Background: an optimization exercise with open tools, aiming at small area and a short achievable clock period. Do not read the settings as production practice.
Only simulation tests tie the RTL to the original design; equivalence was not proved.

<file path="flow/constraint.sdc">
create_clock -name core_clock -period 8.0 [get_ports {clk}]
set_input_delay 1.6000 -clock core_clock [delete_from_list [all_inputs] [get_ports {clk}]]
set_output_delay 1.6000 -clock core_clock [all_outputs]
set_load 0.01 [all_outputs]
</file>
<file path="flow/config.mk">
export PLATFORM = sky130hd
export DESIGN_NAME = UnaryMultiplier
export DESIGN_NICKNAME = UnaryMultiplier
export VERILOG_FILES = /design/flow/design.v
export SDC_FILE = /design/flow/constraint.sdc
export NUM_CORES = 4
export LEC_CHECK = 0
export CAP_MARGIN = 20
export CORE_MARGIN = 2
export CORE_UTILIZATION = 65
export GPL_TIMING_DRIVEN = 1
export PLACE_DENSITY = 0.8
export SETUP_SLACK_MARGIN = 5
export SLEW_MARGIN = 20
export TNS_END_PERCENT = 100
</file>
<file path="flow/run.sh">
#!/bin/bash
# synth_recipe.tcl (not shown) runs the flow's synth.tcl, then flattens the netlist and writes it again
# the make line also repeats each setting of config.mk as NAME=value (left out here)
make -C /OpenROAD-flow-scripts/flow DESIGN_CONFIG=/design/flow/config.mk WORK_HOME=/design/flow/orfs CLKGATE_MAP_FILE= SYNTH_SCRIPT=/design/flow/synth_recipe.tcl finish
</file>
<file path="flow/design.v">
module UnaryMultiplier
#(
    parameter INPUT_WIDTH = 32,
    parameter COUNT_WIDTH = $clog2(INPUT_WIDTH + 1),
    parameter EPSILON = 8
)
(
    input logic a,
    input logic b,
    input logic [1:0] ready,
    input logic clk,
    input logic reset,
    output logic valid,
    output logic y
);
    logic [5:0]  a_zeros, b_zeros, a_ones, b_ones, y_count;
    logic [10:0] d_upper, d_lower;
    logic        ea, eb, za, zb;    
    logic        near_l, near_u, emit, bit1, done;
    logic [7:0]  sum_hi;
    logic [10:0] step;
    logic [5:0]  pl, ql;
    logic [4:0]  pu, qu;
    logic        pu5, qu5;
    logic [10:0] sl1, cl1, sl2, cl2, dl;
    logic [10:0] su1, cu1, su2, cu2, du;
    logic [5:0]  yc;
    always_comb begin
        step = {{6{valid & y}}, valid, 4'd0};
        pl = ea ? b_ones : 6'd0;
        ql = eb ? a_ones : 6'd0;
        sl1 = '0; cl1 = '0;
        for (int i = 0; i < 6; i++) begin
            sl1[i] = d_lower[i] ^ pl[i] ^ ql[i];
            cl1[i + 1] = (d_lower[i] & pl[i]) | (d_lower[i] & ql[i]) | (pl[i] & ql[i]);
        end
        for (int i = 6; i < 11; i++) sl1[i] = d_lower[i];
        sl2 = sl1; cl2 = cl1;
        cl2[4] = 1'b0;
        for (int i = 4; i < 11; i++) begin
            sl2[i] = sl1[i] ^ cl1[i] ^ step[i];
            if (i < 10) cl2[i + 1] = (sl1[i] & cl1[i]) | (sl1[i] & step[i]) | (cl1[i] & step[i]);
        end
        dl = sl2 + {cl2[10:1], ea & eb};
        pu = za ? b_zeros[4:0] : 5'd0;
        qu = zb ? a_zeros[4:0] : 5'd0;
        pu5 = za & ~b_zeros[5];
        qu5 = zb & ~a_zeros[5];
        su1 = '0; cu1 = '0;
        for (int i = 0; i < 5; i++) begin
            su1[i] = d_upper[i] ^ pu[i] ^ qu[i];
            cu1[i + 1] = (d_upper[i] & pu[i]) | (d_upper[i] & qu[i]) | (pu[i] & qu[i]);
        end
        su1[5] = d_upper[5] ^ ~pu5 ^ ~qu5;
        cu1[6] = (d_upper[5] & ~pu5) | (d_upper[5] & ~qu5) | (~pu5 & ~qu5);
        for (int i = 6; i < 11; i++) begin
            su1[i] = ~d_upper[i];
            if (i < 10) cu1[i + 1] = d_upper[i];
        end
        su2 = su1; cu2 = cu1;
        cu2[4] = 1'b0;
        for (int i = 4; i < 11; i++) begin
            su2[i] = su1[i] ^ cu1[i] ^ step[i];
            if (i < 10) cu2[i + 1] = (su1[i] & cu1[i]) | (su1[i] & step[i]) | (cu1[i] & step[i]);
        end
        du = su2 + {cu2[10:1], za & zb};
        yc = y_count + valid;
        done = yc[5];
        near_l = ~dl[10] | (&dl[9:7]);                              
        near_u = du[10] | (~|du[9:8] & (~du[7] | ~|du[6:4]));       
        sum_hi = {du[10], du[10:4]} + {dl[10], dl[10:4]};
        bit1 = ~sum_hi[7];
        emit = ~done & (near_l | near_u);
    end
    always_ff @(posedge clk or negedge reset) begin
        if (!reset) begin
            a_zeros <= 0;
            b_zeros <= 0;
            a_ones <= 0;
            b_ones <= 0;
            ea <= 1'b0;
            eb <= 1'b0;
            za <= 1'b0;
            zb <= 1'b0;
            y_count <= 0;
            d_lower <= 11'h600;    
            d_upper <= 11'h200;    
            y <= 1'b0;
            valid <= 1'b0;
        end else begin
            ea <= ready[0] & a;
            za <= ready[0] & ~a;
            eb <= ready[1] & b;
            zb <= ready[1] & ~b;
            a_ones <= a_ones + ea;
            a_zeros <= a_zeros + za;
            b_ones <= b_ones + eb;
            b_zeros <= b_zeros + zb;
            y_count <= yc;
            d_lower <= dl;
            d_upper <= du;
            valid <= emit;
            y <= bit1;
        end
    end
endmodule
</file>
==> metrics.md, run 1 <==
| Metric | Value |
|---|---|
| CTS tree | `built` |
| Rel. slew slack | `0.5049` |
| Post-DP HPWL | `between 5000 and 6000 um` |
| Worst hold path cell count | `1` |
| Die Y | `between 70 and 80 um` |
| WL/cell | `~16 um` |
| RSZ-0062 raised after global routing | `yes` |
| Die Area | `6350 um2` |
| Vias in the first global route | `approximately 2700` |
| Root buf cell | `clkbuf_8` |
| Post-route clock period utilization | `0.4356` |
| Mux contribution to synthesized area | `0` |
| GRT overflow | `0` |
| Netlist cell types | `43` |
| Compound-gate portion of the synthesized area | `0.1075` |
| Via Count | `around 2500` |
| Largest net degree at the start of global routing | `between 50 and 60` |
| Area grow syn2layout | `16.20%` |
| Reg2Reg Depth | `14` |
| Synth Flop Type | `dfrtp_1` |
| Ant diodes | `0` |
| Minimum clock period | `around 3.5 ns` |
| Ys async rst share | `1.000` |
| Clk pin slew, worst setup/hold paths | `0.07 ns` |
| Bufs and invs on worst path | `1` |
| Depth of the CTS H-tree | `3` |
| Top-area cell type share of the netlist area | `0.3696` |
| Max Slew Vio Count | `0` |
| Finish-stage setup viols | `0` |
| # rows | `27` |
| Initial DRC count | `67` |
| Post-Synth Adder-Cell Area | `0.2480` |
| Sink Count | `58` |
| Most used cell, CP | `fa_1` |
| Critical-path maximum fanout | `4` |
| Via density | `5.597` |
| Drt total wl | `roughly 7200 um` |
| Routed Antenna Nets | `0` |
| Synth Area in XOR/XNOR | `0.09879` |
| CP Depth | `14` |
| Synth Warn # | `1` |
| Main combinational cell family by area after synthesis | `adder cells` |
| First-pass GRT wire length | `about 13000 um` |
| Mapped Nets | `just over 400` |
| Worst Tran Pin Value | `~0.74 ns` |
| CP max stage delay | `between 0.5 and 0.6 ns` |
| Fin util | `0.7857` |
| Register area share after synthesis | `0.3908` |
| CP Cell Sequence | `nand2_1 > fa_1 > inv_1 > fa_1 > ha_4 > and3_1 > o311a_1 > a221oi_2 > xnor2_2 > ha_1 > a21oi_1 > nand3_1 > o21ai_0 > o21ai_1` |
| Setup Skew | `between 0.005 and 0.006 ns` |
| CP Data Required Time | `slightly above 8 ns` |
| Post-CTS Hold Fix Bufs | `0` |
| Initial Utilization | `0.6762` |
| Syn Inst Count | `around 340` |
| Max-cap violation count | `0` |
| Area contributors post-synth | `dfrtp_1 (37%), ha_1 (12%), fa_1 (12%)` |
| IO Pins | `8` |
| CP Launch Type | `flip-flop` |
| Mapped Avg Cell Area | `approximately 11 um2` |
| Synth area leader | `dfrtp_1` |
| Status | `complete, no violations` |
| # DRC | `0` |
| Max frequency | `~290 MHz` |
| Worst-skew pair later-pin latency | `between 0.3 and 0.4 ns` |
| First-pass DRT Iterations | `4` |
| WP data arrival | `~3.7 ns` |
| Ratio of cells with drive above 1 in the final layout | `0.1910` |
| Core ar. | `around 5500 um2` |
| Critical Path Slowest Stage Cell | `fa_1` |
| Tot GR Track Use | `0.2685` |
| Worst setup EP type | `flip-flop` |
| CTS buffer count | `9` |
| Clock Path Buffers | `2` |
| Final hold vios | `0` |
| Worst hold path type | `reg -> reg` |
| TNS Setup | `0 ns` |
| CP delay by family, top | `adder cells` |
| GPL Wtd Cong | `about 0.79` |
| Number of antenna violations at the first check in global routing | `0` |
| Number of synthesized flops with an enable pin | `0` |
| Mapped Area | `3724 um2` |
| Synth Area in Simple Gates | `0.1011` |
| WS Path Type | `reg -> reg` |
| # nets final | `438` |
| IO buf count | `7` |
| Yosys reg bits | `58` |
| DIE WIDTH | `about 80 um` |
## path summary, 6_finish.rpt
path / start / endpoint / slack, ns
setup / recovery: ea / y / 4.52
hold / removal: y_count[4] / y_count[4] / 0.48
setup reg to reg: ea / y / 4.52
hold reg to reg: y_count[4] / y_count[4] / 0.48
max in group asynchronous: reset / valid / 6.07
min in group asynchronous: reset / a_ones[1] / 1.39
## per-layer routing
metal  share of wire  vias to the layer above  track usage
li1                -                     1198            -
met1            0.45                     1264       0.3344
met3           0.033                       10      0.09389
met5               0                        -            0
met4           0.012                        0      0.07931
met2            0.51                       41       0.4429
## placed cells by master, fill, tap and decap left out, types with 8 or more instances in the layout
master    netlist  routed
a21oi_1         9       8
and2_1          9       8
buf_4           0      17
clkbuf_8        0       9
dfrtp_1        55      50
fa_1           23      21
ha_1           37      32
inv_1          49      47
nand2_1        27      25
nand3_1        13      13
xnor2_1        29      27
xor2_1         13      13
## through the flow
step / area [um2] / std cells / hold slack, ns / worst slack [ns]
CTS: 4292 / 446 / 0.4765 / 4.502
global route: 4327 / 449 / 0.4924 / 4.324
detailed placement: 3946 / 417 / 0.4635 / 4.305
floorplan: 3806 / 339 / 0.4387 / 4.671
finish: 4327 / 449 / 0.4790 / 4.515
global placement: 3946 / 417 / 0.4541 / 4.318
## what timing repair did
item	CTS	global route
buffers inserted	13	3
endpoints found under the setup margin	5	4
pin swaps	15	2
cloned	0	0
resized for setup	18	4
## Yosys cell counts, types with 2 or more instances
library cell   n
a31oi_1        3
or3_1          2
inv_1         49
a21oi_1        9
a211oi_2       3
a21o_1         6
nand2_1       27
nand3_1       13
dfstp_2        3
nand2b_1       2
nor2b_1        5
a211oi_1       4
o21bai_1       3
fa_1          23
and2_1         9
xor2_1        13
xnor2_1       29
nand4_1        3
o21ai_0        7
ha_1          37
dfrtp_1       55
nor2_1         6
and3_1         7
o21a_1         2
## kinds of logic (layout without fill, tap and decap cells)
group | after synthesis | after routing
flops | 58 | 58
simple gates | 76 | 76
compound gates | 52 | 52
xor+xnor | 42 | 42
buf+inv | 51 | 89
fa+ha+maj | 60 | 60
## flip-flops by register name, indices dropped and copies added, names as in the netlist
name / cells
a_ones: 6
a_zeros: 6
b_ones: 6
b_zeros: 6
d_lower: 11
d_upper: 11
ea: 1
eb: 1
valid: 1
y: 1
y_count: 6
za: 1
zb: 1
## final cells by class
| cell class | instances | area, um2 |
|---|---|---|
| multi-input combinational | 230 | 2211 |
| sequential | 58 | 1461 |
| fill | 324 | 1180 |
| timing repair buffer | 24 | 195.2 |
| inverter | 49 | 183.9 |
| clock buffer | 10 | 127.6 |
| tap | 72 | 90.09 |
| clock inverter | 6 | 57.56 |
==> run 2, diff against run 1 <==
==> flow/design.v (replaced) <==
module UnaryMultiplier
#(
    parameter INPUT_WIDTH = 32,
    parameter COUNT_WIDTH = $clog2(INPUT_WIDTH + 1),
    parameter EPSILON = 8
)
(
    input logic a,
    input logic b,
    input logic [1:0] ready,
    input logic clk,
    input logic reset,
    output logic valid,
    output logic y
);
    logic [5:0]  a_ones, b_ones, a_upper, b_upper, y_count;
    logic [5:0]  g_lower;    
    logic [5:0]  f_upper;    
    logic [10:0] d_upper, d_lower;
    logic        ea, eb, za, zb;
    logic        near_l, near_u, emit, bit1, done;
    logic [5:0]  ab_ones, ab_upper;
    logic [6:0]  hl, hu;
    logic [10:0] dl, du;
    logic [5:0]  yc;
    logic [3:0]  hg, hp;
    logic        c4, neg;
    always_comb begin
        ea = ready[0] & a;
        za = ready[0] & ~a;
        eb = ready[1] & b;
        zb = ready[1] & ~b;
        ab_ones = a_ones + b_ones + 6'd1;
        ab_upper = a_upper + b_upper - 6'd1;
        case ({g_lower[5:4], valid, y})
            4'b00_10: hl = 7'd1;
            4'b00_11: hl = 7'h7f;
            4'b01_10: hl = 7'd2;
            4'b01_11: hl = 7'd0;
            4'b10_10: hl = 7'd3;
            4'b10_11: hl = 7'd1;
            4'b11_10: hl = 7'd4;
            4'b11_11: hl = 7'd2;
            default:  hl = {5'd0, g_lower[5:4]};
        endcase
        dl = d_lower + {hl, g_lower[3:0]};
        case ({f_upper[5:4], valid, y})
            4'b11_10: hu = 7'h7d;
            4'b11_11: hu = 7'h7b;
            4'b10_10: hu = 7'h7e;
            4'b10_11: hu = 7'h7c;
            4'b01_10: hu = 7'h7f;
            4'b01_11: hu = 7'h7d;
            4'b00_10: hu = 7'h00;
            4'b00_11: hu = 7'h7e;
            default:  hu = {5'h1f, ~f_upper[5:4]};
        endcase
        du = d_upper + {hu, ~f_upper[3:0]} + 11'd1;
        yc = y_count + valid;
        done = yc[5];
        near_l = ~dl[10] | (&dl[9:7]);                              
        near_u = du[10] | (~|du[9:8] & (~du[7] | ~|du[6:4]));       
        hg = du[7:4] & dl[7:4];
        hp = du[7:4] ^ dl[7:4];
        c4 = hg[3] | (hp[3] & hg[2]) | (hp[3] & hp[2] & hg[1]) | (hp[3] & hp[2] & hp[1] & hg[0]);
        neg = (du[8] & dl[8]) | ((du[8] ^ dl[8]) & ~c4);
        bit1 = near_l & (~near_u | ~neg);
        emit = ~done & (near_l | near_u);
    end
    always_ff @(posedge clk or negedge reset) begin
        if (!reset) begin
            a_ones <= 0;
            b_ones <= 0;
            a_upper <= 6'd32;
            b_upper <= 6'd32;
            g_lower <= 0;
            f_upper <= 0;
            y_count <= 0;
            d_lower <= 11'h600;    
            d_upper <= 11'h200;    
            y <= 1'b0;
            valid <= 1'b0;
        end else begin
            a_ones <= a_ones + ea;
            b_ones <= b_ones + eb;
            a_upper <= a_upper - za;
            b_upper <= b_upper - zb;
            g_lower <= ({6{ea & ~eb}} & b_ones) | ({6{eb & ~ea}} & a_ones) | ({6{ea & eb}} & ab_ones);
            f_upper <= ({6{za & ~zb}} & b_upper) | ({6{zb & ~za}} & a_upper) | ({6{za & zb}} & ab_upper);
            y_count <= yc;
            d_lower <= dl;
            d_upper <= du;
            valid <= emit;
            y <= bit1;
        end
    end
endmodule
--- a/flow/config.mk
+++ b/flow/config.mk
@@ -7,9 +7,7 @@
 export LEC_CHECK = 0
 export CAP_MARGIN = 20
 export CORE_MARGIN = 2
-export CORE_UTILIZATION = 65
-export GPL_TIMING_DRIVEN = 1
-export PLACE_DENSITY = 0.8
-export SETUP_SLACK_MARGIN = 5
+export CORE_UTILIZATION = 40
+export PLACE_DENSITY = 0.6
+export SETUP_SLACK_MARGIN = 4.5
 export SLEW_MARGIN = 20
-export TNS_END_PERCENT = 100
==> run 2 against run 1 <==
Still clean on timing, DRC and antenna. Final cell count grew 24%. Routed wire length shrank 1.3%. Hold slack lost 0.0095 ns. Clock skew grew 0.0034 ns. Register-to-register slack gained 0.27 ns. Sequential share of layout area grew 3.5 points. Synthesized cell count grew 20%. Critical endpoint unchanged.
==> metrics.md, run 2 <==
| Metric | Value |
|---|---|
| Bufs and invs on worst path | `0 (-1)` |
| Root buf cell | `clkbuf_8` |
| Post-CTS sizing | `0 (-18)` |
| Setup Skew | `0.009180 ns (+0.003449 ns)` |
| DIE WIDTH | `104.6 um (+31%)` |
| GPL Wtd Cong | `0.8034 (+1.8%)` |
| Top-area cell type share of the netlist area | `0.3771 (+0.007502)` |
| Tot GR Track Use | `0.1439 (-0.1246)` |
| Number of antenna violations at the first check in global routing | `0 (unchanged)` |
| Vias in the first global route | `2751 (+0.66%)` |
| Worst hold path type | `reg -> reg` |
| Synth Warn # | `1 (unchanged)` |
| Routed Antenna Nets | `0 (unchanged)` |
| CP Cell Sequence | `or4b_2 > ha_1 > or4_1 > o22ai_1 > xnor2_1 > ha_1 > nand2b_1 > a21oi_1 > o22ai_1` |
| CTS tree | `built` |
| WL/cell | `12.68 um (-21%)` |
| Synth area leader | `dfrtp_1` |
| Top-count cell post-synth | `dfrtp_1` |
| Largest net degree at the start of global routing | `67 (+14%)` |
| Ratio of cells with drive above 1 in the final layout | `0.07059 (-0.1204)` |
| Clk pin slew, worst setup/hold paths | `0.07 ns (about the same)` |
| Initial DRC count | `106 (+58%)` |
| GRT overflow | `0 (unchanged)` |
| Die Y | `104.6 um (+31%)` |
| First-pass GRT wire length | `12700 um (+0.76%)` |
| CP Data Required Time | `8.21 ns (-0.02 ns)` |
| Max-cap violation count | `0 (unchanged)` |
| Largest registers | `d_lower: 11 flops, d_upper: 11 flops` |
| Multi-input logic area | `2176 um2 (-1.6%)` |
| Ant diodes | `0 (unchanged)` |
| IO Pins | `8 (unchanged)` |
| Fill count | `1002 (+210%)` |
| Max Slew Vio Count | `0 (unchanged)` |
| Ys async rst share | `1.000 (unchanged)` |
| Register area share after synthesis | `0.4096 (+0.01879)` |
| Depth of the CTS H-tree | `3 (unchanged)` |
| Critical-path maximum fanout | `10 (+6)` |
| Via density | `4.978 (-11%)` |
| CP max stage delay | `0.72 ns (+0.20 ns)` |
| Most common cell after layout, fill and taps aside | `dfrtp_1` |
| Area contributors post-synth | `dfrtp_1 (38%), ha_1 (15%), xnor2_1 (5.4%)` |
| First-pass DRT Iterations | `5 (+1)` |
| Sink Count | `66 (+14%)` |
| Rel. slew slack | `0.4401 (-0.06478)` |
| # Post-CTS Setup Buffers | `0 (-13)` |
| WP data arrival | `3.42 ns (-0.30 ns)` |
| IO buf count | `7 (unchanged)` |
| Die Area | `10940 um2 (+72%)` |
| Most frequent cells in the layout | `dfrtp_1 (61), ha_1 (48), inv_1 (47)` |
| TNS Setup | `0 ns (unchanged)` |
| Fin util | `0.4529 (-0.3329)` |
| Critical Path Slowest Stage Cell | `or4b_2` |
| Via Count | `2778 (+11%)` |
| Core ar. | `9819 um2 (+78%)` |
| Post-route clock period utilization | `0.4013 (-0.03435)` |
| Max frequency | `311.5 MHz (+8.6%)` |
| Worst Tran Pin Value | `0.8398 ns (+0.09716 ns)` |
| CTS buffer count | `9 (unchanged)` |
| # rows | `36 (+33%)` |
| Post-DP HPWL | `5191 um (+2.1%)` |
| Clock Path Buffers | `2 (unchanged)` |
| Mapped Area | `4048 um2 (+8.7%)` |
| Register area | `1658 um2 (+13%)` |
| Netlist cell types | `45 (+4.7%)` |
| Mapped Avg Cell Area | `9.970 um2 (-9.2%)` |
| CP delay by family, top | `simple AND/OR/NAND/NOR gates` |
| Minimum clock period | `3.210 ns (-0.2748 ns)` |
| Drt total wl | `7077 um (-1.3%)` |
| Finish-stage setup viols | `0 (unchanged)` |
| Mapped Nets | `464 (+15%)` |
| CP Launch Type | `flip-flop` |
| Worst-skew pair later-pin latency | `0.35 ns (about the same)` |
| # DRC | `0 (unchanged)` |
| # nets final | `478 (+9.1%)` |
| Post-CTS Hold Fix Bufs | `0 (unchanged)` |
| Area grow syn2layout | `9.861%` |
| Status | `complete, no violations` |
| Yosys reg bits | `66 (+14%)` |
| Initial Utilization | `0.4122 (-0.2640)` |
| Syn Inst Count | `406 (+20%)` |
| RSZ-0062 raised after global routing | `no` |
| Final hold vios | `0 (unchanged)` |
| Number of synthesized flops with an enable pin | `0 (unchanged)` |
| WS Path Type | `reg -> reg` |
| Synth Flop Type | `dfrtp_1` |
| Commonest cells in the netlist | `dfrtp_1 (61), ha_1 (48), inv_1 (47), a21oi_1 (25), xnor2_1 (25)` |
| Worst setup EP type | `flip-flop` |
[run 2: cell types whose count changed in the layout (fill, tap and decap cells not counted), sizes merged, moves of 5 or more]
cell / before / now
fa: 23 / 4
o21ai: 8 / 25
a21oi: 9 / 25
buf: 18 / 2
nor2: 6 / 22
ha: 37 / 48
xor2: 13 / 24
and2: 9 / 2
dfrtp: 55 / 61
nand2b: 2 / 8
nor3: 1 / 7
a22o: 0 / 5
nand2: 27 / 22
nor4: 0 / 5
[run 2: logic make-up (layout without fill, tap and decap cells)]
group,count (synthesis),in the layout,synth area share
flops,66,66,0.4096
compound gates,89,89,0.1394
fa+ha+maj,53,53,0.1706
buf+inv,53,72,0.05286
xor+xnor,49,49,0.1079
simple gates,96,96,0.1196
[run 2: cell type report]
cell class                 instances  share of cell area
tap                              133             0.03742
clock buffer                       9             0.02786
multi-input combinational        287              0.4893
inverter                          48             0.04052
sequential                        66              0.3728
clock inverter                     7             0.01576
timing repair buffer               8             0.01632
[run 2: path summary, 6_finish.rpt]
| kind | cells after the start | slack (ns) | start | endpoint |
|---|---|---|---|---|
| max | 9 | 4.79 | valid | y |
| min | 1 | 0.47 | y_count[5] | y_count[5] |
| max reg2reg | 9 | 4.79 | valid | y |
| min reg2reg | 1 | 0.47 | y_count[5] | y_count[5] |
| max in group asynchronous | 2 | 6.01 | reset | d_lower[0] |
| min in group asynchronous | 2 | 1.45 | reset | a_upper[4] |
[run 2: metrics by stage]
step,instances,cell area (um2),hold slack (ns),setup WS (ns)
after floorplan,406,4048,0.4416,5.093
after global placement,542,4253,0.4528,4.577
after detailed placement,542,4253,0.4599,4.483
after CTS,558,4447,0.4766,4.726
after global routing,558,4447,0.4907,4.609
final,558,4447,0.4696,4.790
[run 2: per-layer routing]
layer	GRT usage	part of all wire
met5	0	0
met4	0.06000	0.017
met3	0.03182	0.027
met2	0.2246	0.46
met1	0.1936	0.50
==> run 3, diff against run 2 <==
--- a/flow/config.mk
+++ b/flow/config.mk
@@ -5,9 +5,10 @@
 export SDC_FILE = /design/flow/constraint.sdc
 export NUM_CORES = 4
 export LEC_CHECK = 0
+export ABC_AREA = 1
 export CAP_MARGIN = 20
 export CORE_MARGIN = 2
 export CORE_UTILIZATION = 40
 export PLACE_DENSITY = 0.6
-export SETUP_SLACK_MARGIN = 4.5
+export SETUP_SLACK_MARGIN = 5
 export SLEW_MARGIN = 20
==> run 3 against run 2 <==
Still clean. Synthesized area rose by 5.1%. Register-to-register slack improved by 0.55 ns. Via count rose by 15%. Clock skew is 0.0043 ns higher. Synthesized cell count grew 26%. Clock-buffer cell count up 3. Core utilization barely moved. Routed wire length grew 11%. First-iteration DRC count is 15% lower. Sequential share of layout area fell by 1.7 points. Flip-flop and latch count is the same. Critical path type is now reg -> out. Largest cell class unchanged.
==> metrics.md, run 3 <==
| Metric | Value |
|---|---|
| IO Pins | `8 (unchanged)` |
| Root buf cell | `clkbuf_8` |
| CP delay by family, top | `buffers and inverters` |
| Largest registers | `d_lower: 11 flops, d_upper: 11 flops` |
| Yosys reg bits | `66 (unchanged)` |
| CP Data Required Time | `6.40 ns (-1.81 ns)` |
| Setup Skew | `0.01353 ns (+0.004350 ns)` |
| Critical-path maximum fanout | `5 (-5)` |
| Drt total wl | `7860 um (+11%)` |
| Via density | `4.734 (-4.9%)` |
| Number of antenna violations at the first check in global routing | `0 (unchanged)` |
| WP data arrival | `1.31 ns (-2.11 ns)` |
| Die Y | `107.1 um (+2.4%)` |
| Post-DP HPWL | `6151 um (+18%)` |
| Final hold vios | `0 (unchanged)` |
| WS Path Type | `reg -> out` |
| Depth of the CTS H-tree | `3 (unchanged)` |
| Initial DRC count | `90 (-15%)` |
| Vias in the first global route | `3301 (+20%)` |
| Minimum clock period | `2.914 ns (-0.2962 ns)` |
| Worst Tran Pin Value | `0.8459 ns (+0.006074 ns)` |
| Area contributors post-synth | `dfrtp_1 (36%), ha_1 (14%), nand2_1 (9.6%)` |
| First-pass DRT Iterations | `4 (-1)` |
| Max frequency | `343.2 MHz (+10%)` |
| # nets final | `590 (+23%)` |
| Setup WS pre-CTS | `4.873 ns (+0.3898 ns)` |
| Synth Flop Type | `dfrtp_1` |
| CP max stage delay | `0.55 ns (-0.17 ns)` |
| Die Area | `11480 um2 (+4.9%)` |
| Synth area leader | `dfrtp_1` |
| Worst hold path type | `reg -> reg` |
| Via Count | `3186 (+15%)` |
| Worst hold path cell count | `1 (unchanged)` |
| CP Depth | `1 (-8)` |
| Clock Path Buffers | `2 (unchanged)` |
| CTS tree | `built` |
| WL/cell | `11.68 um (-7.9%)` |
| CP Cell Sequence | `clkdlybuf4s50_1` |
| Max Slew Vio Count | `0 (unchanged)` |
| CP Launch Type | `flip-flop` |
| Reg2Reg Depth | `18 (+9)` |
| Most common cell after layout, fill and taps aside | `nand2_1` |
| Top-area cell type share of the netlist area | `0.3588 (-0.01830)` |
| Top-count cell post-synth | `nand2_1` |
| Status | `complete, no violations` |
| RSZ-0062 raised after global routing | `no` |
| GRT overflow | `0 (unchanged)` |
| First-pass GRT wire length | `14570 um (+15%)` |
| # rows | `37 (+2.8%)` |
| Finish-stage setup viols | `0 (unchanged)` |
| Sink Count | `66 (unchanged)` |
| Post-route clock period utilization | `0.3642 (-0.03702)` |
| Post-CTS Hold Fix Bufs | `0 (unchanged)` |
| Largest net degree at the start of global routing | `67 (unchanged)` |
| Area grow syn2layout | `9.794% (about the same)` |
| CTS buffer count | `9 (unchanged)` |
| Number of synthesized flops with an enable pin | `0 (unchanged)` |
| GPL Wtd Cong | `0.8048 (+0.17%)` |
| Final non-filler cell area | `4671 um2 (+5.0%)` |
| DIE WIDTH | `107.1 um (+2.4%)` |
| Mapped Avg Cell Area | `8.293 um2 (-17%)` |
| Routed Antenna Nets | `0 (unchanged)` |
| Syn Inst Count | `513 (+26%)` |
| Worst setup EP type | `primary output` |
| Fill count | `1040 (+3.8%)` |
| Register area share after synthesis | `0.3897 (-0.01988)` |
| Mapped Area | `4254 um2 (+5.1%)` |
| Clk pin slew, worst setup/hold paths | `0.07 ns (about the same)` |
| Hold_ws | `0.4670 ns (-0.002513 ns)` |
| Commonest cells in the netlist | `nand2_1 (109), inv_1 (103), dfrtp_1 (61), ha_1 (48), nor2_1 (38)` |
| Initial Utilization | `0.4121 (about the same)` |
| Worst-skew pair later-pin latency | `0.35 ns (about the same)` |
| Tot GR Track Use | `0.1592 (+0.01533)` |
| Setup ws final | `5.086 ns (+0.2962 ns)` |
| Synth Warn # | `1 (unchanged)` |
| Mapped Nets | `571 (+23%)` |
| Placed cell area | `4497 um2 (+5.7%)` |
| Max-cap violation count | `0 (unchanged)` |
| Most frequent cells in the layout | `nand2_1 (109), inv_1 (103), dfrtp_1 (59)` |
| Netlist cell types | `36 (-20%)` |
| Ratio of cells with drive above 1 in the final layout | `0.08752 (+0.01694)` |
| Bufs and invs on worst path | `1 (+1)` |
| Core ar. | `10320 um2 (+5.1%)` |
| # DRC | `0 (unchanged)` |
| TNS Setup | `0 ns (unchanged)` |
| Critical Path Slowest Stage Cell | `clkdlybuf4s50_1` |
| Rel. slew slack | `0.4361 (-0.004049)` |
| Ys async rst share | `1.000 (unchanged)` |
| Ant diodes | `0 (unchanged)` |
| IO buf count | `7 (unchanged)` |
run 3: cell type report:
class | instances | area [um2] | area share
multi-input combinational | 341 | 2198 | 0.4707
sequential | 66 | 1660 | 0.3555
inverter | 106 | 397.9 | 0.08519
tap | 136 | 170.2 | 0.03643
clock buffer | 12 | 145.1 | 0.03107
timing repair buffer | 8 | 71.32 | 0.01527
clock inverter | 4 | 27.53 | 0.005893
run 3: stage by stage:
stage / cells / util
after floorplan: 513 / -
after global placement: 657 / 0.4356
after detailed placement: 657 / 0.4356
after CTS: 673 / 0.4523
after global routing: 673 / 0.4524
final: 673 / 0.4524
run 3: final timing paths:
| kind | from | to | slack, ns |
|---|---|---|---|
| hold / removal | y_count[5] | y_count[5] | 0.47 |
| max in group asynchronous | reset | valid | 5.96 |
| hold reg to reg | y_count[5] | y_count[5] | 0.47 |
| setup / recovery | y | y | 5.09 |
| min in group asynchronous | reset | d_upper[8] | 1.42 |
| setup reg to reg | valid | y | 5.34 |
run 3: kinds of logic (layout without fill, tap and decap cells):
logic type,Yosys count,in the layout,share of synthesized area
compound gates,41,41,0.06677
buf+inv,106,130,0.09353
fa+ha+maj,52,52,0.1600
xor+xnor,34,34,0.07177
flops,66,66,0.3897
simple gates,214,214,0.2182
run 3: per-layer routing:
layer  up-vias  GRT usage  part of all wire
met2        29     0.2658              0.47
li1       1665          -                 -
met4         0    0.03803             0.011
met1      1486     0.2044              0.49
met3         6    0.04438             0.030
met5         -          0                 0
run 3: what timing repair did:
action,4_1_cts,5_1_grt
endpoints found under the setup margin,1,1
hold endpoints to repair,0,0
gates resized for setup,2,1
setup buffers,0,0
==> run 4, diff against run 3 <==
--- a/flow/config.mk
+++ b/flow/config.mk
@@ -5,7 +5,6 @@
 export SDC_FILE = /design/flow/constraint.sdc
 export NUM_CORES = 4
 export LEC_CHECK = 0
-export ABC_AREA = 1
 export CAP_MARGIN = 20
 export CORE_MARGIN = 2
 export CORE_UTILIZATION = 40
==> run 4 against run 3 <==
Still clean on timing, DRC and antenna. Synthesized area fell by 4.9%. Sequential share of layout area increased by 1.3 points. Critical path depth did not move. Register-to-register slack got worse by 0.21 ns. Largest cell class unchanged.
==> metrics.md, run 4 <==
| Metric | Value |
|---|---|
| Hold_ws | `0.4697 ns (+0.002667 ns)` |
| Status | `complete, no violations` |
| Worst hold path type | `reg -> reg` |
| CTS tree | `built` |
| CP Launch Type | `flip-flop` |
| Number of antenna violations at the first check in global routing | `0 (unchanged)` |
| Rel. slew slack | `0.4426 (+0.006575)` |
| Worst-skew pair later-pin latency | `0.35 ns (about the same)` |
| Initial Utilization | `0.4122 (about the same)` |
| Ratio of cells with drive above 1 in the final layout | `0.1007 (+0.01318)` |
| RSZ-0062 raised after global routing | `yes` |
| Synth Warn # | `1 (unchanged)` |
| Vias in the first global route | `2763 (-16%)` |
| WL/cell | `12.80 um (+9.6%)` |
| Ys async rst share | `1.000 (unchanged)` |
| Post-Synth Adder-Cell Area | `0.1706 (+0.01063)` |
| DIE WIDTH | `104.6 um (-2.4%)` |
| Synth Area in XOR/XNOR | `0.1079 (+0.03612)` |
| Die Area | `10940 um2 (-4.7%)` |
| CP Cell Sequence | `clkdlybuf4s50_1` |
| Initial DRC count | `80 (-11%)` |
| Syn Inst Count | `406 (-21%)` |
| Post-route clock period utilization | `0.3711 (+0.006842)` |
| # DRC | `0 (unchanged)` |
| Mapped Area | `4048 um2 (-4.9%)` |
| Mapped Nets | `464 (-19%)` |
| Final hold vios | `0 (unchanged)` |
| Tot GR Track Use | `0.1451 (-0.01413)` |
| Commonest cells in the netlist | `dfrtp_1 (61), ha_1 (48), inv_1 (47), a21oi_1 (25), xnor2_1 (25)` |
| Yosys reg bits | `66 (unchanged)` |
| WS Path Type | `reg -> out` |
| First-pass GRT wire length | `12780 um (-12%)` |
| IO buf count | `7 (unchanged)` |
| Main combinational cell family by area after synthesis | `adder cells` |
| Ant diodes | `0 (unchanged)` |
| Clk pin slew, worst setup/hold paths | `0.07 ns (about the same)` |
| Register area share after synthesis | `0.4096 (+0.01988)` |
| GRT overflow | `0 (unchanged)` |
| Mapped Avg Cell Area | `9.970 um2 (+20%)` |
| Post-DP HPWL | `5191 um (-16%)` |
| First-pass DRT Iterations | `4 (unchanged)` |
| Most frequent cells in the layout | `dfrtp_1 (59), inv_1 (46), ha_1 (46)` |
| Core ar. | `9819 um2 (-4.9%)` |
| Die Y | `104.6 um (-2.4%)` |
| Routed Antenna Nets | `0 (unchanged)` |
| Area contributors post-synth | `dfrtp_1 (38%), ha_1 (15%), xnor2_1 (5.4%)` |
| TNS Setup | `0 ns (unchanged)` |
| Number of synthesized flops with an enable pin | `0 (unchanged)` |
| Finish-stage setup viols | `0 (unchanged)` |
| Max frequency | `336.9 MHz (-1.8%)` |
| CP Data Required Time | `6.40 ns (about the same)` |
| IO Pins | `8 (unchanged)` |
| Critical Path Slowest Stage Cell | `clkdlybuf4s50_1` |
| Top-area cell type share of the netlist area | `0.3771 (+0.01830)` |
| Via density | `4.975 (+5.1%)` |
| Worst Tran Pin Value | `0.8360 ns (-0.009862 ns)` |
| Synth Area in Simple Gates | `0.1196 (-0.09861)` |
| Critical-path maximum fanout | `9 (+4)` |
| Compound-gate portion of the synthesized area | `0.1394 (+0.07265)` |
| CP max stage delay | `0.57 ns (+0.02 ns)` |
| GPL Wtd Cong | `0.8034 (-0.17%)` |
| Drt total wl | `7166 um (-8.8%)` |
| Netlist cell types | `45 (+25%)` |
| Max Slew Vio Count | `0 (unchanged)` |
| Max-cap violation count | `0 (unchanged)` |
| # rows | `36 (-2.7%)` |
| Largest registers | `d_lower: 11 flops, d_upper: 11 flops` |
| Mux contribution to synthesized area | `0 (unchanged)` |
| Largest net degree at the start of global routing | `67 (unchanged)` |
| Sink Count | `66 (unchanged)` |
| # nets final | `480 (-19%)` |
| WP data arrival | `1.37 ns (+0.06 ns)` |
| Most common cell after layout, fill and taps aside | `dfrtp_1` |
| Setup Skew | `0.009180 ns (-0.004350 ns)` |
| CP delay by family, top | `buffers and inverters` |
| Synth Flop Type | `dfrtp_1` |
| Synth area leader | `dfrtp_1` |
| Clock Path Buffers | `2 (unchanged)` |
| Area grow syn2layout | `11.19%` |
| Top-count cell post-synth | `dfrtp_1` |
| Minimum clock period | `2.969 ns (+0.05474 ns)` |
| Worst setup EP type | `primary output` |
| Root buf cell | `clkbuf_8` |
| Depth of the CTS H-tree | `3 (unchanged)` |
| Via Count | `2786 (-13%)` |
| Bufs and invs on worst path | `1 (unchanged)` |
| CTS buffer count | `9 (unchanged)` |
run 4: changes by cell type in the layout (fill, tap and decap cells not counted), moves of 7 or more:
cell and delta:
nor2_1 -16, nand2_1 -88, inv_1 -57, nand2b_1 +7, xnor2_1 +18, o221ai_1 -9, nand3_1 -21, a21oi_1 +15
o21ai_0 +22
run 4: worst paths after layout:
| path | start | to | slack, ns | cells after the start |
|---|---|---|---|---|
| worst max-delay path | y | y | 5.03 | 1 |
| worst min register to register | y_count[5] | y_count[5] | 0.47 | 1 |
| worst max register to register | y | y | 5.13 | 9 |
| min in group asynchronous | reset | y_count[4] | 1.44 | 2 |
| worst min-delay path | y_count[5] | y_count[5] | 0.47 | 1 |
| max in group asynchronous | reset | valid | 5.97 | 2 |
run 4: timing repair:
item,CTS,global route
hold buffers,0,0
setup endpoints to repair,6,9
pin swaps,0,1
buffers inserted,2,0
resized for setup,5,8
endpoints found under the hold margin,0,0
run 4: final cells by class:
class,count,area [um2]
Tap cell,133,166.4
Fill cell,992,5319
Multi-Input combinational cell,287,2208
Inverter,48,183.9
Clock inverter,7,70.07
Timing Repair Buffer,10,87.58
Sequential cell,66,1660
Clock buffer,9,123.9
run 4: routing by layer:
| metal | part of all wire | vias to the layer above | wire length (um) | GRT usage |
|---|---|---|---|---|
| met5 | 0 | - | 0 | 0 |
| met4 | 0.017 | 0 | 120 | 0.06000 |
| met3 | 0.025 | 8 | 179 | 0.03182 |
| met2 | 0.46 | 34 | 3272 | 0.2269 |
| met1 | 0.50 | 1320 | 3595 | 0.1952 |
| li1 | - | 1424 | - | - |
run 4: stage by stage:
step	utilization	setup slack, ns	instances	instance area (um2)
after global routing	0.4583	4.973	560	4501
after global placement	0.4331	4.577	542	4253
after detailed placement	0.4331	4.483	542	4253
after floorplan	-	5.093	406	4048
final	0.4583	5.031	560	4501
after CTS	0.4559	5.001	560	4477
run 4: logic make-up after synthesis:
family | count (synthesis)
AO/OA/AOI/OAI | 89
AND/OR/NAND/NOR | 96
XOR/XNOR | 49
flip-flops | 66
adder cells (fa/ha/maj) | 53
buffers and inverters | 53
==> run 5, diff against run 4 <==
==> flow/flow/run.sh (new file) <==
#!/bin/bash
# Standard layout, with timing repair aimed at a larger setup margin.
cp standard.sh standard.sh.txt
export SETUP_SLACK_MARGIN=${MARGIN:-5.6}
bash standard.sh > standard.log 2>&1
==> flow/standard.sh (new file) <==
#!/bin/bash
# synth_recipe.tcl (not shown) runs the flow's synth.tcl, then flattens the netlist and writes it again
# the make line also repeats each setting of config.mk as NAME=value (left out here)
make -C /OpenROAD-flow-scripts/flow DESIGN_CONFIG=/design/flow/config.mk WORK_HOME=/design/flow/orfs CLKGATE_MAP_FILE= SYNTH_SCRIPT=/design/flow/synth_recipe.tcl "${@:-finish}"
--- a/flow/config.mk
+++ b/flow/config.mk
@@ -9,5 +9,4 @@
 export CORE_MARGIN = 2
 export CORE_UTILIZATION = 40
 export PLACE_DENSITY = 0.6
-export SETUP_SLACK_MARGIN = 5
 export SLEW_MARGIN = 20
removed: flow/run.sh
==> run 5 against run 4 <==
Fmax is 8.2% higher. Critical path type is now reg -> reg. Via count is 7.6% higher. Design area up 14%. Global-route usage grew 1.0 points. Critical path depth up 9. Synthesized cell count stayed put. First-iteration DRC count down 11%. Flip-flop and latch count is the same. Critical endpoint is now y. Clock-buffer cell count increased by 3. Synthesized area did not move.
==> metrics.md, run 5 <==
| Metric | Value |
|---|---|
| Status | `complete, no violations` |
| Non-filler cells, final | `592 (+5.7%)` |
| Via Count | `2998 (+7.6%)` |
| Die Y | `104.6 um (unchanged)` |
| Die Area | `10940 um2 (unchanged)` |
| Routed Antenna Nets | `0 (unchanged)` |
| Root buf cell | `clkbuf_8` |
| Clk pin slew, worst setup/hold paths | `0.07 ns (about the same)` |
| Max Slew Vio Count | `0 (unchanged)` |
| Ratio of cells with drive above 1 in the final layout | `0.3007 (+0.2000)` |
| GRT overflow | `0 (unchanged)` |
| Post-DP HPWL | `5200 um (+0.19%)` |
| Register area share after synthesis | `0.4096 (unchanged)` |
| WL/cell | `13.61 um (+6.4%)` |
| Netlist cell types | `45 (unchanged)` |
| Sink Count | `66 (unchanged)` |
| Depth of the CTS H-tree | `3 (unchanged)` |
| Syn Inst Count | `406 (unchanged)` |
| GPL Wtd Cong | `0.7912 (-1.5%)` |
| Area grow syn2layout | `27.08%` |
| Synth Warn # | `1 (unchanged)` |
| Clock Path Buffers | `2 (unchanged)` |
| Setup WS pre-CTS | `4.809 ns (+0.3261 ns)` |
| Synth area leader | `dfrtp_1` |
| WP data arrival | `2.96 ns (+1.59 ns)` |
| Initial DRC count | `71 (-11%)` |
| Initial Utilization | `0.4122 (unchanged)` |
| Max frequency | `364.5 MHz (+8.2%)` |
| Minimum clock period | `2.744 ns (-0.2249 ns)` |
| Most frequent cells in the layout | `dfrtp_1 (55), inv_1 (39), ha_1 (33)` |
| Most used cell, CP | `ha_4` |
| Finish-stage setup viols | `0 (unchanged)` |
| Rel. slew slack | `0.4369 (-0.005769)` |
| CTS buffer count | `9 (unchanged)` |
| Area contributors post-synth | `dfrtp_1 (38%), ha_1 (15%), xnor2_1 (5.4%)` |
| TNS Setup | `0 ns (unchanged)` |
| CP Cell Sequence | `buf_6 > or4b_4 > ha_4 > or4_4 > o22ai_4 > xnor2_4 > ha_4 > nand2b_1 > a21oi_2 > o22ai_2` |
| WS Path Type | `reg -> reg` |
| Tot GR Track Use | `0.1555 (+0.01040)` |
| Worst hold path type | `reg -> reg` |
| Mapped Area | `4048 um2 (unchanged)` |
| # DRC | `0 (unchanged)` |
| IO buf count | `7 (unchanged)` |
| Max-cap violation count | `0 (unchanged)` |
| Top-area cell type share of the netlist area | `0.3771 (unchanged)` |
| First-pass GRT wire length | `13750 um (+7.6%)` |
| Setup Skew | `0.01363 ns (+0.004451 ns)` |
| Number of synthesized flops with an enable pin | `0 (unchanged)` |
| Largest net degree at the start of global routing | `67 (unchanged)` |
| DP Cell Count | `542 (unchanged)` |
| Critical-path maximum fanout | `8 (-1)` |
| Mapped Avg Cell Area | `9.970 um2 (unchanged)` |
| Worst-skew pair later-pin latency | `0.35 ns (about the same)` |
| Critical Path Slowest Stage Cell | `or4b_4` |
| Worst Tran Pin Value | `0.8447 ns (+0.008653 ns)` |
| Commonest cells in the netlist | `dfrtp_1 (61), ha_1 (48), inv_1 (47), a21oi_1 (25), xnor2_1 (25)` |
| Ys async rst share | `1.000 (unchanged)` |
| CP max stage delay | `0.55 ns (-0.02 ns)` |
| Yosys reg bits | `66 (unchanged)` |
| Worst setup EP type | `flip-flop` |
| CP Data Required Time | `8.22 ns (+1.82 ns)` |
| Mapped Nets | `464 (unchanged)` |
| DIE WIDTH | `104.6 um (unchanged)` |
| Setup ws final | `5.256 ns (+0.2249 ns)` |
| Vias in the first global route | `3036 (+9.9%)` |
| RSZ-0062 raised after global routing | `yes` |
| Post-route clock period utilization | `0.3430 (-0.02811)` |
| CTS tree | `built` |
| Drt total wl | `8058 um (+12%)` |
| Most common cell after layout, fill and taps aside | `dfrtp_1` |
| Top-count cell post-synth | `dfrtp_1` |
| Core ar. | `9819 um2 (unchanged)` |
| # nets final | `512 (+6.7%)` |
| Number of antenna violations at the first check in global routing | `0 (unchanged)` |
| First-pass DRT Iterations | `6 (+2)` |
| IO Pins | `8 (unchanged)` |
| Largest registers | `d_lower: 11 flops, d_upper: 11 flops` |
| CP Launch Type | `flip-flop` |
| Synth Flop Type | `dfrtp_1` |
| Ant diodes | `0 (unchanged)` |
| Via density | `5.064 (+1.8%)` |
| # rows | `36 (unchanged)` |
| Final hold vios | `0 (unchanged)` |
## run 5: layout make-up
type / instances / area [um2]
Clock buffer: 12 / 155.1
Clock inverter: 4 / 50.05
Fill cell: 896 / 4676
Inverter: 48 / 192.7
Multi-Input combinational cell: 287 / 2595
Sequential cell: 66 / 1665
Tap cell: 133 / 166.4
Timing Repair Buffer: 42 / 319.1
## run 5: repair_timing
action / 4_1_cts / 5_1_grt
hold buffers: 0 / 0
endpoints found under the setup margin: 39 / 21
gates resized for setup: 43 / 38
pin swaps: 31 / 21
setup buffers: 27 / 7
## run 5: per-layer routing
metal,up-vias,GRT usage,share of wire
li1,1497,-,-
met1,1437,0.1937,0.45
met2,48,0.2572,0.49
met3,16,0.04242,0.030
met4,0,0.06000,0.024
met5,-,0,0
## run 5: path summary, 6_finish.rpt
| check | startpoint | to | slack, ns | cells after the start |
|---|---|---|---|---|
| worst min-delay path | y_count[5] | y_count[5] | 0.47 | 1 |
| worst min register to register | y_count[5] | y_count[5] | 0.47 | 1 |
| min in group asynchronous | reset | y_count[4] | 1.42 | 2 |
| worst max-delay path | y | y | 5.26 | 10 |
| worst max register to register | y | y | 5.26 | 10 |
| max in group asynchronous | reset | a_upper[3] | 5.95 | 2 |
## run 5: logic make-up (layout without fill, tap and decap cells)
family / count (synthesis) / in the layout / share of synthesized area
buffers and inverters: 53 / 106 / 0.05286
DFF: 66 / 66 / 0.4096
xor gates and xnor gates: 49 / 49 / 0.1079
adders and majority gates: 53 / 53 / 0.1706
AOI/OAI and AO/OA: 89 / 89 / 0.1394
and+or+nand+nor: 96 / 96 / 0.1196
## run 5: through the flow
| step | util | hold WS (ns) | cell area [um2] |
|---|---|---|---|
| final | 0.5238 | 0.4741 | 5144 |
| after global routing | 0.5238 | 0.4987 | 5144 |
| after CTS | 0.5047 | 0.4729 | 4956 |
| after detailed placement | 0.4499 | 0.4596 | 4418 |
| after global placement | 0.4499 | 0.4540 | 4418 |
| after floorplan | - | 0.4416 | 4233 |
## run 5: worst max-delay path, delay by kind of cell (launching register included)
kind | cells | cell delay (ns)
and+or+nand+nor | 3 | 1.03
adders and majority gates | 2 | 0.46
buffers and inverters | 1 | 0.14
xor gates and xnor gates | 1 | 0.13
AOI/OAI and AO/OA | 3 | 0.44
DFF | 1 | 0.41
==> run 6, diff against run 5 <==
==> flow/flow/run.sh (replaced) <==
#!/bin/bash
# The standard layout, with plain buffers on the ports and timing repair
# aimed at a setup slack of SETUP_SLACK_MARGIN.
export BUFFER_PORTS_ARGS="-buffer_cell sky130_fd_sc_hd__buf_2"
export SETUP_SLACK_MARGIN=5.3
bash standard.sh > standard.log 2>&1
==> run 6 against run 5 <==
Still clean. Critical path depth is 8 lower. Design area is 8.5% lower. Clock skew is 0.0014 ns lower. Worst setup slack better by 0.083 ns. Fmax is 3.1% higher. Largest cell class unchanged. Highest routed layer unchanged.
==> metrics.md, run 6 <==
| Metric | Value |
|---|---|
| Status | `complete, no violations` |
| Number of antenna violations at the first check in global routing | `0 (unchanged)` |
| Most used cell, CP | `buf_6` |
| Max frequency | `375.8 MHz (+3.1%)` |
| DP Cell Count | `542 (unchanged)` |
| Register area | `1662 um2 (-0.23%)` |
| Core ar. | `9819 um2 (unchanged)` |
| WS Path Type | `reg -> out` |
| Fill count | `969 (+8.1%)` |
| Die Area | `10940 um2 (unchanged)` |
| Sink Count | `66 (unchanged)` |
| Yosys reg bits | `66 (unchanged)` |
| # DRC | `0 (unchanged)` |
| DIE WIDTH | `104.6 um (unchanged)` |
| Via density | `4.983 (-1.6%)` |
| Critical Path Slowest Stage Cell | `dfrtp_2` |
| Routed Antenna Nets | `0 (unchanged)` |
| CP max stage delay | `0.47 ns (-0.08 ns)` |
| Tot GR Track Use | `0.1451 (-0.01040)` |
| Clock Path Buffers | `2 (unchanged)` |
| WP data arrival | `1.06 ns (-1.90 ns)` |
| Worst hold path type | `reg -> reg` |
| R2R Setup Slk | `5.35 ns (+0.09 ns)` |
| RSZ-0062 raised after global routing | `yes` |
| Root buf cell | `clkbuf_8` |
| Clk pin slew, worst setup/hold paths | `0.07 ns (about the same)` |
| Drt total wl | `7431 um (-7.8%)` |
| Mapped Avg Cell Area | `9.970 um2 (unchanged)` |
| Top-count cell post-synth | `dfrtp_1` |
| IO Pins | `8 (unchanged)` |
| IO buf count | `7 (unchanged)` |
| Initial Utilization | `0.4122 (unchanged)` |
| Commonest cells in the netlist | `dfrtp_1 (61), ha_1 (48), inv_1 (47), a21oi_1 (25), xnor2_1 (25)` |
| Largest net degree at the start of global routing | `67 (unchanged)` |
| Worst-skew pair later-pin latency | `0.34 ns (about the same)` |
| Worst setup EP type | `primary output` |
| Area contributors post-synth | `dfrtp_1 (38%), ha_1 (15%), xnor2_1 (5.4%)` |
| CP Data Required Time | `6.40 ns (-1.82 ns)` |
| Multi-input logic area | `2325 um2 (-10%)` |
| Non-filler cells, final | `574 (-3.0%)` |
| CTS buffer count | `9 (unchanged)` |
| Final hold vios | `0 (unchanged)` |
| First-pass DRT Iterations | `4 (-2)` |
| Critical-path maximum fanout | `6 (-2)` |
| Ant diodes | `0 (unchanged)` |
| FF-to-FF End | `y` |
| Synth Flop Type | `dfrtp_1` |
| Worst Tran Pin Value | `0.8415 ns (-0.003171 ns)` |
| Mapped Area | `4048 um2 (unchanged)` |
| Depth of the CTS H-tree | `3 (unchanged)` |
| # nets final | `494 (-3.5%)` |
| Area grow syn2layout | `16.26%` |
| # rows | `36 (unchanged)` |
| Reg2Reg Depth | `9 (-1)` |
| Post-CTS Hold Fix Bufs | `0 (unchanged)` |
| Mapped Nets | `464 (unchanged)` |
| Setup Skew | `0.01219 ns (-0.001437 ns)` |
| Bufs and invs on worst path | `2 (+1)` |
| Ratio of cells with drive above 1 in the final layout | `0.1701 (-0.1306)` |
| Rel. slew slack | `0.4390 (+0.002114)` |
| Number of synthesized flops with an enable pin | `0 (unchanged)` |
| R2R Path Start | `y` |
| Max-cap violation count | `0 (unchanged)` |
| Post-DP HPWL | `5130 um (-1.4%)` |
| Largest registers | `d_lower: 11 flops, d_upper: 11 flops` |
| Die Y | `104.6 um (unchanged)` |
| Via Count | `2860 (-4.6%)` |
| Most frequent cells in the layout | `dfrtp_1 (58), inv_1 (46), ha_1 (44)` |
| Worst hold path cell count | `1 (unchanged)` |
| Synth Warn # | `1 (unchanged)` |
| Register area share after synthesis | `0.4096 (unchanged)` |
| Initial DRC count | `64 (-9.9%)` |
| Ys async rst share | `1.000 (unchanged)` |
| Worst hold endpoint | `d_lower[0]` |
| Syn Inst Count | `406 (unchanged)` |
| Minimum clock period | `2.661 ns (-0.08267 ns)` |
| Vias in the first global route | `2784 (-8.3%)` |
| First-pass GRT wire length | `12840 um (-6.6%)` |
| CP delay by family, top | `flip-flops` |
| TNS Setup | `0 ns (unchanged)` |
| Finish-stage setup viols | `0 (unchanged)` |
| WL/cell | `12.95 um (-4.9%)` |
| Max Slew Vio Count | `0 (unchanged)` |
| CTS tree | `built` |
| GRT overflow | `0 (unchanged)` |
| CP Launch Type | `flip-flop` |
| Min-delay src | `d_lower[0]` |
| Synth area leader | `dfrtp_1` |
| Netlist cell types | `45 (unchanged)` |
| GPL Wtd Cong | `0.8165 (+3.2%)` |
| Most common cell after layout, fill and taps aside | `dfrtp_1` |
| CP Cell Sequence | `buf_6 > buf_6` |
| Top-area cell type share of the netlist area | `0.3771 (unchanged)` |
| Post-route clock period utilization | `0.3326 (-0.01033)` |
==> run 6: cell counts after synthesis <==
No cell type changed its count.
==> run 6: final cells by class <==
cell class                 count  area share
clock inverter                 2    0.007977
sequential                    66      0.3531
inverter                      48     0.03829
tap                          133     0.03536
clock buffer                  14     0.03457
multi-input combinational    287      0.4940
timing repair buffer          24     0.03669
==> run 6: cells by family (layout without fill, tap and decap cells) <==
kind of cell,Yosys count,in the layout,synth area share
AO/OA/AOI/OAI,89,89,0.1394
adder cells (fa/ha/maj),53,53,0.1706
XOR/XNOR,49,49,0.1079
flip-flops,66,66,0.4096
buffers and inverters,53,88,0.05286
AND/OR/NAND/NOR,96,96,0.1196
==> run 6: worst max path at each step <==
stage / startpoint / endpoint / slack (ns) / cells after the start
3_5_place_dp: b / b_upper[5] / 4.93 / 6
5_1_grt: y / y / 5.22 / 10
4_1_cts: f_upper[4] / y / 5.28 / 11
2_1_floorplan: valid / y / 5.30 / 12
6_report: valid / valid / 5.34 / 2
3_3_place_gp: b / b_upper[5] / 4.99 / 6
==> run 6: metal layers <==
layer  global-route usage  wire [um]
met4              0.05619        108
met2               0.2292       3477
met5                    0          0
met3              0.04117        229
met1               0.1889       3615
==> run 6: metrics by stage <==
step	hold slack (ns)	utilization	worst slack, ns	area (um2)
floorplan	0.4416	-	5.297	4063
global placement	0.4529	0.4313	4.986	4235
detailed placement	0.4599	0.4313	4.926	4235
CTS	0.4767	0.4625	5.282	4542
global route	0.4890	0.4792	5.218	4706
finish	0.4691	0.4792	5.339	4706
==> run 6: what timing repair did <==
action,4_1_cts,5_1_grt
buffers inserted,11,5
setup endpoints to repair,4,5
gates resized for setup,8,28
pin swaps,10,18
endpoints found under the hold margin,0,0
==> run 7, diff against run 6 <==
==> flow/flow/run.sh (replaced) <==
#!/bin/bash
# The standard layout, with plain buffers on the ports and timing repair
# aimed at a setup slack of SETUP_SLACK_MARGIN.
export BUFFER_PORTS_ARGS="-buffer_cell sky130_fd_sc_hd__buf_2"
export SETUP_SLACK_MARGIN=5.15
bash standard.sh > standard.log 2>&1
==> run 7 against run 6 <==
Non-clock buffer count shrank 4. Worst setup slack got worse by 0.16 ns. Design area down 1.2%. Final cell count fell by 0.70%. Synthesized area is the same. First-iteration DRC count increased by 89%.
==> metrics.md, run 7 <==
| Metric | Value |
|---|---|
| GRT overflow | `0 (unchanged)` |
| Hold_ws | `0.4748 ns (+0.005700 ns)` |
| Worst hold path cell count | `1 (unchanged)` |
| Ys async rst share | `1.000 (unchanged)` |
| Syn Inst Count | `406 (unchanged)` |
| Setup WS pre-CTS | `4.948 ns (+0.02165 ns)` |
| WP data arrival | `3.02 ns (+1.96 ns)` |
| Critical-path maximum fanout | `4 (-2)` |
| Post-DP HPWL | `5269 um (+2.7%)` |
| Rel. slew slack | `0.4390 (about the same)` |
| Worst hold path type | `reg -> reg` |
| Die Y | `104.6 um (unchanged)` |
| Most common cell after layout, fill and taps aside | `dfrtp_1` |
| Root buf cell | `clkbuf_8` |
| Netlist cell types | `45 (unchanged)` |
| FF-to-FF End | `y` |
| Via Count | `2845 (-0.52%)` |
| Area grow syn2layout | `14.90%` |
| Vias in the first global route | `2854 (+2.5%)` |
| First-pass DRT Iterations | `4 (unchanged)` |
| R2R Setup Slk | `5.18 ns (-0.17 ns)` |
| Initial DRC count | `121 (+89%)` |
| WS Path Type | `reg -> reg` |
| Yosys reg bits | `66 (unchanged)` |
| Non-filler cells, final | `570 (-0.70%)` |
| Worst Tran Pin Value | `0.8415 ns (-0.00002170 ns)` |
| R2R Path Start | `f_upper[4]` |
| Final hold vios | `0 (unchanged)` |
| First-pass GRT wire length | `13030 um (+1.5%)` |
| Setup ws final | `5.184 ns (-0.1550 ns)` |
| CP Data Required Time | `8.21 ns (+1.81 ns)` |
| Multi-input logic area | `2262 um2 (-2.7%)` |
| CTS tree | `built` |
| Clk pin slew, worst setup/hold paths | `0.08 ns (about the same)` |
| Worst setup EP type | `flip-flop` |
| Max Slew Vio Count | `0 (unchanged)` |
| Initial Utilization | `0.4122 (unchanged)` |
| RSZ-0062 raised after global routing | `yes` |
| Synth Warn # | `1 (unchanged)` |
| Core ar. | `9819 um2 (unchanged)` |
| CP Launch Type | `flip-flop` |
| IO buf count | `7 (unchanged)` |
| Largest net degree at the start of global routing | `67 (unchanged)` |
| Depth of the CTS H-tree | `3 (unchanged)` |
| DIE WIDTH | `104.6 um (unchanged)` |
| Most frequent cells in the layout | `dfrtp_1 (58), inv_1 (47), ha_1 (46)` |
| Die Area | `10940 um2 (unchanged)` |
| Sink Count | `66 (unchanged)` |
| Mapped Area | `4048 um2 (unchanged)` |
| Drt total wl | `7418 um (-0.17%)` |
| Via density | `4.991 (+0.17%)` |
| Minimum clock period | `2.816 ns (+0.1550 ns)` |
| # DRC | `0 (unchanged)` |
| # rows | `36 (unchanged)` |
| Mapped Avg Cell Area | `9.970 um2 (unchanged)` |
| Status | `complete, no violations` |
| Routed Antenna Nets | `0 (unchanged)` |
| Max-cap violation count | `0 (unchanged)` |
| Tot GR Track Use | `0.1464 (+0.001291)` |
| Worst hold endpoint | `y_count[5]` |
| CTS buffer count | `9 (unchanged)` |
| Synth Flop Type | `dfrtp_1` |
| Reg2Reg Depth | `10 (+1)` |
| Register area | `1662 um2 (unchanged)` |
| Post-CTS Hold Fix Bufs | `0 (unchanged)` |
| GPL Wtd Cong | `0.8058 (-1.3%)` |
| Worst-skew pair later-pin latency | `0.34 ns (about the same)` |
| IO Pins | `8 (unchanged)` |
| Min-delay src | `y_count[5]` |
| # nets final | `490 (-0.81%)` |
| Max frequency | `355.1 MHz (-5.5%)` |
| WL/cell | `13.01 um (+0.53%)` |
| Largest registers | `d_lower: 11 flops, d_upper: 11 flops` |
| Area contributors post-synth | `dfrtp_1 (38%), ha_1 (15%), xnor2_1 (5.4%)` |
| Ratio of cells with drive above 1 in the final layout | `0.1419 (-0.02819)` |
| Clock Path Buffers | `2 (unchanged)` |
| Finish-stage setup viols | `0 (unchanged)` |
| Top-count cell post-synth | `dfrtp_1` |
| Setup Skew | `0.009081 ns (-0.003113 ns)` |
| Register area share after synthesis | `0.4096 (unchanged)` |
| Ant diodes | `0 (unchanged)` |
| DP Cell Count | `542 (unchanged)` |
| Fill count | `948 (-2.2%)` |
| Number of antenna violations at the first check in global routing | `0 (unchanged)` |
| Mapped Nets | `464 (unchanged)` |
| Top-area cell type share of the netlist area | `0.3771 (unchanged)` |
| Number of synthesized flops with an enable pin | `0 (unchanged)` |
| Post-route clock period utilization | `0.3520 (+0.01938)` |
| TNS Setup | `0 ns (unchanged)` |
| Commonest cells in the netlist | `dfrtp_1 (61), ha_1 (48), inv_1 (47), a21oi_1 (25), xnor2_1 (25)` |
| Synth area leader | `dfrtp_1` |
==> run 7: metal layers <==
layer,track usage,routed length [um],vias to the layer above,part of all wire
met5,0,0,-,0
met1,0.1959,3662,1361,0.49
met3,0.04117,210,4,0.028
li1,-,-,1447,-
met4,0.03810,61,0,0.0082
met2,0.2344,3483,33,0.47
==> run 7: timing repair <==
action	CTS	global route
pin swaps	0	10
buffers inserted	0	12
endpoints found under the setup margin	1	3
resized for setup	2	14
==> run 7: worst max-delay path by stage <==
stage | start | endpoint | slack [ns] | depth (start not counted)
floorplan | a | a_upper[4] | 5.26 | 7
global route | y | valid | 5.10 | 9
global placement | b | b_upper[5] | 4.98 | 6
CTS | valid | y | 5.19 | 11
finish | f_upper[4] | y | 5.18 | 10
detailed placement | ready[1] | b_upper[4] | 4.95 | 6
==> run 7: cells by family (layout without fill, tap and decap cells) <==
| kind of cell | count (synthesis) | after routing | share of synthesized area |
|---|---|---|---|
| AOI/OAI and AO/OA | 89 | 89 | 0.1394 |
| and+or+nand+nor | 96 | 96 | 0.1196 |
| buffers and inverters | 53 | 84 | 0.05286 |
| DFF | 66 | 66 | 0.4096 |
| xor gates and xnor gates | 49 | 49 | 0.1079 |
| adders and majority gates | 53 | 53 | 0.1706 |
==> run 7: cell type report <==
type,instances,area share
multi-input cells,287,0.4864
clock inverters,7,0.02663
inverters,48,0.03874
repair buffers,20,0.02852
flip-flops and latches,66,0.3573
clock buffers,9,0.02663
well taps,133,0.03578
==> run 7: per-stage QoR <==
| stage | cell area [um2] | util |
|---|---|---|
| 5_1_grt | 4651 | 0.4736 |
| 3_5_place_dp | 4235 | 0.4313 |
| 2_1_floorplan | 4060 | - |
| 6_report | 4651 | 0.4736 |
| 4_1_cts | 4489 | 0.4572 |
| 3_3_place_gp | 4235 | 0.4313 |
==> run 7: critical path, cell delays in order (launching register included) <==
cell and delay, ns:
dfrtp_2 0.45, buf_4 0.15, or4b_4 0.55, ha_4 0.19, or4_4 0.52, o22ai_4 0.17, xnor2_2 0.11, ha_1 0.28
nand2b_1 0.05, a21oi_1 0.13, o22ai_1 0.08

port drivers added, routing unchanged:
In the flow no input, the clock included, has a driving cell. The finished layouts below were timed again as built, in two steps. Step 1: set_driving_cell puts a clkbuf_16 on clk and a buf_2 on each other input, an assumption about the parent block. Step 2, shift: input delay + t, output delay - t, t = (earliest + latest rising clock arrival at the registers) / 2. This alone moves slack from input paths to output paths. a / b / c = ideal / step 1 / step 2; a / b = the first two.
run	shift t [ns]	setup WS [ns]	hold slack, ns	worst data-port slew with drivers (ns)
run 1	0.375	4.515 / 4.515 / 4.515	0.479 / 0.479 / 0.479	0.03
run 2	0.374	4.790 / 4.790 / 4.515	0.470 / 0.470 / 0.470	0.03
run 3	0.370	5.086 / 5.054 / 4.892	0.467 / 0.467 / 0.467	0.03
run 4	0.377	5.031 / 4.997 / 4.719	0.470 / 0.470 / 0.470	0.03
run 5	0.378	5.256 / 5.256 / 5.256	0.474 / 0.474 / 0.474	0.03
run 6	0.368	5.339 / 5.306 / 5.069	0.469 / 0.469 / 0.469	0.03
run 7	0.366	5.184 / 5.152 / 5.023	0.475 / 0.475 / 0.475	0.03
After both steps every run listed still meets setup and hold. For run 4, which loses most, drivers alone change the setup slack by -0.034 ns; drivers and shift together by -0.312 ns.
